What follows belongs to an exercise in optimizing a design on an open flow for small area and a short achievable clock period; a production flow would make more cautious choices. RTL that was checked went through simulation tests only; none was proved equivalent to the original.

==> run D: inputs <==
## pr2_cpu
module pr2_cpu(
	input  logic        clk,
	input  logic        rst,
	output logic [5:0]  pc,
	input  logic [17:0] instr,
	output logic [4:0]  dmem_addr,
	output logic [15:0] dmem_wdata,
	output logic        dmem_we,
	input  logic [15:0] dmem_rdata,
	input  logic        init_en,
	input  logic [3:0]  init_addr,
	input  logic [3:0]  init_data,
	input  logic [3:0]  dbg_addr,
	output logic [15:0] dbg_data
	);
==> module pr2_cpu, before the edit <==
module pr2_cpu(
	input  logic        clk,
	input  logic        rst,
	output logic [5:0]  pc,
	input  logic [17:0] instr,
	output logic [4:0]  dmem_addr,
	output logic [15:0] dmem_wdata,
	output logic        dmem_we,
	input  logic [15:0] dmem_rdata,
	input  logic        init_en,
	input  logic [3:0]  init_addr,
	input  logic [3:0]  init_data,
	input  logic [3:0]  dbg_addr,
	output logic [15:0] dbg_data
	);
	localparam int DK = 7;    
	logic [5:0] op;
	logic [3:0] rs, rt, rd;
	assign op = instr[17:12];
	assign rs = instr[11:8];
	assign rt = instr[7:4];
	assign rd = instr[3:0];
	logic cJ, cB1, cB2, cM, cI, cR, jump;
	assign cJ  = (op[5:1] == 5'b00000);    
	assign cB1 = (op[5:1] == 5'b00001);    
	assign cB2 = (op[5:2] == 4'b0001);     
	assign cM  = (op[5:3] == 3'b001);      
	assign cI  = (op[5:4] == 2'b01);       
	assign cR  = op[5];                    
	assign jump = cJ | (op[5:2] == 4'b1000);
	logic [15:0] regs [16];
	logic [15:0] RD1, RD2, WD;
	logic [3:0]  WA;
	assign RD1 = regs[rs];
	assign RD2 = regs[rt];
	assign dbg_data = regs[dbg_addr];
	for (genvar k = 0; k < 16; k++) begin : rf
		always_ff @(posedge clk)
			if (WA == k) regs[k] <= WD;
	end
	logic [15:0] SignImm, ZeroImm, CompImm, opb;
	assign SignImm = {{12{rd[3]}}, rd};
	assign ZeroImm = {12'b0, rd};
	assign CompImm = op[1] ? (op[0] ? {~rd, 12'hFFF} : {8'b0, rd, 4'b0}) : {4'b0, rd, 8'b0};
	assign opb = cR ? RD2 : ((op[2] & cI) ? ((op[3] | (op[0] & op[1])) ? CompImm : ZeroImm) : SignImm);
	logic [3:0]  F;
	logic [15:0] g, sum, lg, alu_out;
	logic        cout, ovs, slt;
	assign F = (op[3] & op[2]) ? 4'b0101 : op[3:0];
	assign g = F[1] ? ~opb : opb;
	assign {cout, sum} = {1'b0, RD1} + {1'b0, g} + {16'b0, F[1]};
	assign ovs = (sum[15] ^ RD1[15]) & ~(RD1[15] ^ g[15]);
	assign slt = F[0] ? ~cout : (ovs ? cout : sum[15]);
	always_comb
		case (F[1:0])
			2'b00: lg = RD1 & opb;
			2'b01: lg = RD1 | opb;
			2'b10: lg = RD1 ^ opb;
			default: lg = ~(RD1 | opb);
		endcase
	assign alu_out = F[2] ? lg : (F[3] ? {15'b0, slt} : sum);
	logic [15:0] sh_out;
	always_comb
		case (op[1:0])
			2'b00: sh_out = RD2 << RD1[3:0];
			2'b01: sh_out = RD2 >> RD1[3:0];
			default: sh_out = $signed(RD2) >>> RD1[3:0];
		endcase
	localparam logic [1:0] MD_RES = 2'd0, MD_MUL = 2'd1, MD_DIV = 2'd2;
	logic [1:0]  mode;
	logic [15:0] hr, lr, xr;
	logic [15:0] fH, fL, mH, mL, dR, dQl;
	logic [31:0] prod;
	mul16 mul (.a(hr), .b(lr), .p(prod));
	div_steps #(.JHI(15-DK), .JLO(0)) div2 (
		.r_in(hr), .a(lr[15:DK]), .b(xr), .r_out(dR), .q(dQl[15-DK:0]));
	assign dQl[15:16-DK] = lr[DK-1:0];
	always_comb
		case (mode)
			MD_MUL: begin fH = prod[31:16]; fL = prod[15:0]; end
			MD_DIV: begin fH = dR; fL = dQl; end
			default: begin fH = hr; fL = lr; end
		endcase
	logic [15:0] d1R;
	logic [15:16-DK] d1Q;
	div_steps #(.JHI(15), .JLO(16-DK)) div1 (
		.r_in(16'b0), .a(RD1[15:16-DK]), .b(RD2), .r_out(d1R), .q(d1Q));
	always_ff @(posedge clk) begin
		if (op[2]) begin
			if (op[0]) begin
				mode <= MD_RES; hr <= RD1; lr <= RD1;
			end else if (op[1]) begin
				mode <= MD_DIV; hr <= d1R; lr <= {RD1[15-DK:0], d1Q}; xr <= RD2;
			end else begin
				mode <= MD_MUL; hr <= RD1; lr <= RD2;
			end
		end else if (op[0]) begin
			mode <= MD_RES;
			if (op[1]) begin hr <= fH; lr <= RD1; end
			else       begin hr <= RD1; lr <= fL; end
		end
	end
	logic [15:0] mul_out;
	assign mul_out = op[1] ? fL : fH;
	logic [15:0] R_out;
	always_comb
		if (cI | (cR & op[4]))       R_out = alu_out;
		else if (cR & ~op[3])        R_out = sh_out;
		else if (cR)                 R_out = mul_out;
		else                         R_out = 16'b0;
	logic [5:0]  addr6;
	logic [15:0] MOut, ld, bsel;
	assign addr6 = RD1[5:0] + SignImm[5:0];
	assign MOut = dmem_rdata;
	assign dmem_addr = addr6[5:1];
	assign dmem_we = op[2] & cM;
	assign dmem_wdata = op[0] ? RD2 : (addr6[0] ? {RD2[7:0], MOut[15:8]} : {MOut[15:8], RD2[7:0]});
	assign bsel = addr6[0] ? {8'b0, MOut[15:8]} : {8'b0, MOut[7:0]};
	assign ld = op[0] ? MOut : {{8{bsel[7] & ~op[1]}}, bsel[7:0]};
	logic [5:0] pc1, pc_next;
	logic       taken, eq, lez;
	assign pc1 = pc + 6'd1;
	assign eq  = (RD1 == RD2);
	assign lez = RD1[15] | (RD1 == 16'b0);
	assign taken = (cB1 & (op[0] ^ RD1[15])) |
	               (cB2 & (op[0] ^ (op[1] ? lez : eq)));
	assign pc_next = taken ? (pc1 + SignImm[5:0]) : (jump ? (cR ? RD1[5:0] : instr[5:0]) : pc1);
	always_ff @(posedge clk)
		if (rst) pc <= 6'd0;
		else if (!init_en) pc <= pc_next;
	always_comb begin
		if (init_en) begin
			WA = init_addr;
			WD = {12'b0, init_data};
		end else begin
			WA = jump ? 4'd15 : (cR ? rd : rt);
			WD = cM ? ld : ((jump & op[0]) ? {10'b0, pc1} : R_out);
		end
	end
endmodule
export LEC_CHECK = 0
export ABC_AREA = 1
export CAP_MARGIN = 20
export CORE_MARGIN = 2
export CORE_UTILIZATION = 40
export SLEW_MARGIN = 20
create_clock -name core_clock -period 42.0 [get_ports {clk}]
standard.sh (not shown) runs the stock make flow with config.mk's settings and CLKGATE_MAP_FILE= SYNTH_SCRIPT=/design/flow/synth_recipe.tcl, a recipe that flattens the netlist after the stock synthesis.
==> flow/flow/run.sh <==
#!/bin/bash
# Standard layout with two changes to how the layout is optimised (the clock,
# constraints and synthesis are the standard flow's own):
#  - timing repair is asked to leave extra setup slack, so the resizer keeps
#    improving paths beyond what the 42 ns clock requires;
#  - the input/output port buffers are buf_4 instead of the default choice.
set -euo pipefail
bash standard.sh SETUP_SLACK_MARGIN=24 "BUFFER_PORTS_ARGS=-buffer_cell sky130_fd_sc_hd__buf_4" finish > orfs_flow.log 2>&1
==> run R (differences from run D) <==
--- a/flow/design.v
+++ b/flow/design.v
@@ -1147,9 +1147,14 @@
 	assign alu_out = F[2] ? lg : (F[3] ? {15'b0, slt} : sum);
-	logic [15:0] sh_out;
-	always_comb
-		case (op[1:0])
-			2'b00: sh_out = RD2 << RD1[3:0];
-			2'b01: sh_out = RD2 >> RD1[3:0];
-			default: sh_out = $signed(RD2) >>> RD1[3:0];
-		endcase
+	logic [15:0] sh_in, sh_r, sh_out, sh_s0, sh_s1, sh_s2;
+	logic        sh_left, sh_fill;
+	assign sh_left = (op[1:0] == 2'b00);
+	assign sh_fill = op[1] & RD2[15];
+	for (genvar i = 0; i < 16; i++) begin : rv
+		assign sh_in[i] = sh_left ? RD2[15-i] : RD2[i];
+		assign sh_out[i] = sh_left ? sh_r[15-i] : sh_r[i];
+	end
+	assign sh_s0 = RD1[0] ? {sh_fill, sh_in[15:1]} : sh_in;
+	assign sh_s1 = RD1[1] ? {{2{sh_fill}}, sh_s0[15:2]} : sh_s0;
+	assign sh_s2 = RD1[2] ? {{4{sh_fill}}, sh_s1[15:4]} : sh_s1;
+	assign sh_r  = RD1[3] ? {{8{sh_fill}}, sh_s2[15:8]} : sh_s2;
 	localparam logic [1:0] MD_RES = 2'd0, MD_MUL = 2'd1, MD_DIV = 2'd2;
==> flow/flow/run.sh (replaced) <==
#!/bin/bash
# Standard layout (the standard flow's synthesis, clock and constraints) with two changes
# to how the layout is optimised:
#  - timing repair is asked to leave extra setup slack, so the resizer keeps
#    improving paths beyond what the 42 ns clock requires;
#  - the input/output port buffers are buf_2 instead of the default choice.
set -euo pipefail
bash standard.sh SETUP_SLACK_MARGIN=22 "BUFFER_PORTS_ARGS=-buffer_cell sky130_fd_sc_hd__buf_2" finish > orfs_flow.log 2>&1
- CTS_BUF_LIST: default -> sky130_fd_sc_hd__clkbuf_8
==> results.txt <==
Post-synthesis adder-cell area fraction: run D 15.9%; run R 16.3%
Data arrival time of the critical path: run D 11220 ps; run R 11570 ps
Total placed cells including tap cells: run D 6158; run R 5910
Synth Area in Simple Gates: run D 22.4%; run R 21.4%
Critical Path End: run D dmem_addr[4]; run R dbg_data[14]
Sequential share of cell area: run D 21.0%; run R 23.7%
First-pass GRT wire length: run D 252000 um; run R 227000 um
Area added between synthesis and finish: run D 23.5%; run R 12.1%
F_max: run D 0.0510 GHz; run R 0.0501 GHz
Area share of the largest cell type after synthesis: run D 25.6%; run R 26.3%
Status: run D finished clean; run R finished clean
Number of clock buffer instances in the layout: run D 37; run R 52
Critical path launch point: run D instr[9]; run R dbg_addr[3]
Router iterations before antenna repair: run D 9; run R 8
For run D, only the layout was checked, not whether the RTL still works.

==> afterwards: timing with drivers on the ports <==
Ports are ideal in the flow. The routed layouts listed here were re-timed in OpenROAD. Step 1 assumes that a clkbuf_16 drives the clock port and a buf_2 every other input. Step 2, shift: input delay + t, output delay - t, t = (earliest + latest rising clock arrival at the registers) / 2. This alone moves slack from input paths to output paths. a / b / c = ideal ports / drivers / drivers and shift; a / b = the first two.
run | t (ns) | setup slack, ns | clock arrival spread, ns | worst register clock-pin slew, ns
run D | 0.632 | 22.383 / 22.316 / 22.316 | 0.038 / 0.038 | 0.07 / 0.07
run R | 0.729 | 22.028 / 22.006 / 22.006 | 0.094 / 0.094 | 0.08 / 0.08
After both steps every run listed still meets setup and hold. The setup slack of run D, which loses most, moves by -0.067 ns with the drivers and by -0.067 ns with both steps.
